What follows belongs to an exercise in optimizing a design on an open flow for small area and a short achievable clock period; a production flow would make more cautious choices.
The RTL was checked by simulation tests, not by an equivalence proof against the original design.

Design fmac_top, start of the top module:
module fmac_top (
    input          i_clk,
    input          i_reset_n,
    input          i_sel,
    input  [7:0]   i_Act_E,
    input  [63:0]  i_Act_M,
    input  [7:0]   i_Weight_E,
    input  [63:0]  i_Weight_M,
    input  [7:0]   i_ACC_E,
    input  [23:0]  i_ACC_M,
    output [7:0]   o_Weight_E,
    output [63:0]  o_Weight_M,
    output [7:0]   o_Act_E,
    output [127:0] o_Act_M,
    output [7:0]   o_ACC_E,
    output [23:0]  o_ACC_M
);
    fmac u_fmac (
        .i_clk      (i_clk),
        .i_reset_n  (i_reset_n),
        .i_sel      (i_sel),
        .i_Act_E    (i_Act_E),
        .i_Act_M    (i_Act_M),
        .i_Weight_E (i_Weight_E),
        .i_Weight_M (i_Weight_M),
        .i_ACC_E    (i_ACC_E),
        .i_ACC_M    (i_ACC_M),
        .o_Weight_E (o_Weight_E),
        .o_Weight_M (o_Weight_M),
        .o_Act_E    (o_Act_E),
        .o_Act_M    (o_Act_M),
        .o_ACC_E    (o_ACC_E),
        .o_ACC_M    (o_ACC_M)
    );
endmodule
==> flow/config.mk <==
export PLATFORM = sky130hd
export DESIGN_NAME = fmac_top
export DESIGN_NICKNAME = fmac_top
export VERILOG_FILES = /design/flow/design.v
export SDC_FILE = /design/flow/constraint.sdc
export NUM_CORES = 4
export LEC_CHECK = 0
export ABC_AREA = 1
export CAP_MARGIN = 20
export CORE_MARGIN = 2
export CORE_UTILIZATION = 40
export SLEW_MARGIN = 20
==> flow/constraint.sdc <==
create_clock -name core_clock -period 18.0 [get_ports {i_clk}]
set_input_delay 3.6000 -clock core_clock [delete_from_list [all_inputs] [get_ports {i_clk}]]
set_output_delay 3.6000 -clock core_clock [all_outputs]
set_load 0.01 [all_outputs]
standard.sh (not shown) runs the stock make flow with config.mk's settings and CLKGATE_MAP_FILE= SYNTH_SCRIPT=/design/flow/synth_recipe.tcl, a recipe that flattens the netlist after the stock synthesis.
==> flow/flow/run.sh <==
#!/bin/bash
# Own layout flow: the standard ORFS flow, with two changes:
#  - synthesis leaves adders to ABC (no full/half-adder cell extraction),
#  - port buffers use the smallest buffer cell.
set -euo pipefail
bash standard.sh ADDER_MAP_FILE= \
  "BUFFER_PORTS_ARGS=-buffer_cell sky130_fd_sc_hd__buf_1" \
  SETUP_SLACK_MARGIN=9.4 finish > run_flow.log 2>&1
Change:
--- a/flow/flow/run.sh
+++ b/flow/flow/run.sh
@@ -6,3 +6,3 @@
 bash standard.sh ADDER_MAP_FILE= \
   "BUFFER_PORTS_ARGS=-buffer_cell sky130_fd_sc_hd__buf_1" \
-  SETUP_SLACK_MARGIN=9.4 finish > run_flow.log 2>&1
+  SETUP_SLACK_MARGIN=8.9 RECOVER_POWER=100 finish > run_flow.log 2>&1
Effect:
- The changed run finished with max-capacitance violations, max-slew violations left
- die area stays the same
- cell count decreases by 2.6%
- wire length came out lower by about 9%
- count of clock-buffer cells in the layout is unchanged
- global-route usage falls by 0.11 points
- non-clock buffer count fell by 95
- worst hold slack gains 0.22 ns
Change:
==> flow/flow/run.sh (replaced) <==
#!/bin/bash
# Own layout flow: the standard ORFS flow (standard.sh) with these changes:
#  - synthesis leaves adders to ABC (no full/half-adder cell extraction),
#  - port buffers use the smallest buffer cell,
#  - timing repair aims at a setup slack margin of 8.7 ns.
# Each tool's full output stays in orfs/logs/; make's output in run_flow.log.
set -euo pipefail
bash standard.sh ADDER_MAP_FILE= \
  "BUFFER_PORTS_ARGS=-buffer_cell sky130_fd_sc_hd__buf_1" \
  "CTS_ARGS=-sink_clustering_enable -repair_clock_nets -buf_list sky130_fd_sc_hd__clkbuf_8 -dont_use_dummy_load" \
  SETUP_SLACK_MARGIN=8.7 finish > run_flow.log 2>&1
- CTS_BUF_LIST: not set -> sky130_fd_sc_hd__clkbuf_8
- PLACE_DENSITY: not set -> 0.9
Result: With this change the flow went through all stages and came out clean. Worst hold slack loses 0.26 ns. Core utilization went down by 2.1 points. Via count decreases slightly. Cell count shrinks slightly. Fmax increases by roughly a tenth.

* * *

Starting RTL as in the previous note.
==> flow/config.mk <==
export PLATFORM = sky130hd
export DESIGN_NAME = fmac_top
export DESIGN_NICKNAME = fmac_top
export VERILOG_FILES = /design/flow/design.v
export SDC_FILE = /design/flow/constraint.sdc
export NUM_CORES = 4
export LEC_CHECK = 0
export ABC_AREA = 1
export CAP_MARGIN = 20
export CORE_MARGIN = 2
export CORE_UTILIZATION = 40
export SLEW_MARGIN = 20
==> flow/constraint.sdc <==
create_clock -name core_clock -period 18.0 [get_ports {i_clk}]
set_input_delay 3.6000 -clock core_clock [delete_from_list [all_inputs] [get_ports {i_clk}]]
set_output_delay 3.6000 -clock core_clock [all_outputs]
set_load 0.01 [all_outputs]
==> flow/flow/run.sh <==
#!/bin/bash
# Own layout flow: the standard ORFS flow, with two changes:
#  - synthesis leaves adders to ABC (no full/half-adder cell extraction),
#  - port buffers use the smallest buffer cell.
set -euo pipefail
bash standard.sh ADDER_MAP_FILE= \
  "BUFFER_PORTS_ARGS=-buffer_cell sky130_fd_sc_hd__buf_1" \
  SETUP_SLACK_MARGIN=8.9 finish > run_flow.log 2>&1
Next try:
==> flow/flow/run.sh (replaced) <==
#!/bin/bash
# Own layout flow: the standard ORFS flow (standard.sh) with three changes:
#  - synthesis leaves adders to ABC (no full/half-adder cell extraction),
#  - port buffers use the smallest buffer cell,
#  - timing repair aims at a setup slack margin of 8.9 ns.
# Each tool's full output stays in orfs/logs/; make's output in run_flow.log.
set -euo pipefail
bash standard.sh ADDER_MAP_FILE= \
  "BUFFER_PORTS_ARGS=-buffer_cell sky130_fd_sc_hd__buf_1" \
  "CTS_ARGS=-sink_clustering_enable -repair_clock_nets -buf_list sky130_fd_sc_hd__clkbuf_8 -dont_use_dummy_load" \
  SETUP_SLACK_MARGIN=8.9 finish > run_flow.log 2>&1
--- a/flow/config.mk
+++ b/flow/config.mk
@@ -10,3 +10,4 @@
 export CORE_MARGIN = 2
 export CORE_UTILIZATION = 40
+export CTS_BUF_LIST = sky130_fd_sc_hd__clkbuf_8
 export SLEW_MARGIN = 20
What happened:
- global-route usage barely changes
- utilization falls by 1.0 points
- via count stays flat

## separate check: timing with driven ports
In the flow no input, the clock included, has a driving cell. The finished layouts below were timed again as built, in two steps.
Step 1 (the two cells are an assumption about what drives the block):
set clk [get_ports {i_clk}]
set_driving_cell -lib_cell sky130_fd_sc_hd__clkbuf_16 $clk
set_driving_cell -lib_cell sky130_fd_sc_hd__buf_2 [delete_from_list [all_inputs] $clk]
Step 2, shift: input delay + t, output delay - t, t = (earliest + latest rising clock arrival at the registers) / 2. This alone moves slack from input paths to output paths.
Three values: no drivers, after step 1, after step 2; two values: the first two.
run	t, ns	slack for setup (ns)	clock arrival spread, ns	worst data-port slew with drivers (ns)
the first run of note 1	0.522	9.473 / 9.488 / 8.965	0.017 / 0.017	0.07
the second run of note 1	0.517	8.314 / 8.344 / 7.827	0.014 / 0.014	0.07
the third run of note 1	0.559	9.299 / 9.317 / 8.758	0.040 / 0.040	0.06
the first run of note 2	0.517	9.281 / 9.287 / 8.770	0.014 / 0.014	0.07
the second run of note 2	0.555	9.317 / 9.322 / 8.766	0.030 / 0.031	0.07
For the second run of note 2, which loses most, drivers alone change the setup slack by +0.005 ns; drivers and shift together by -0.551 ns.
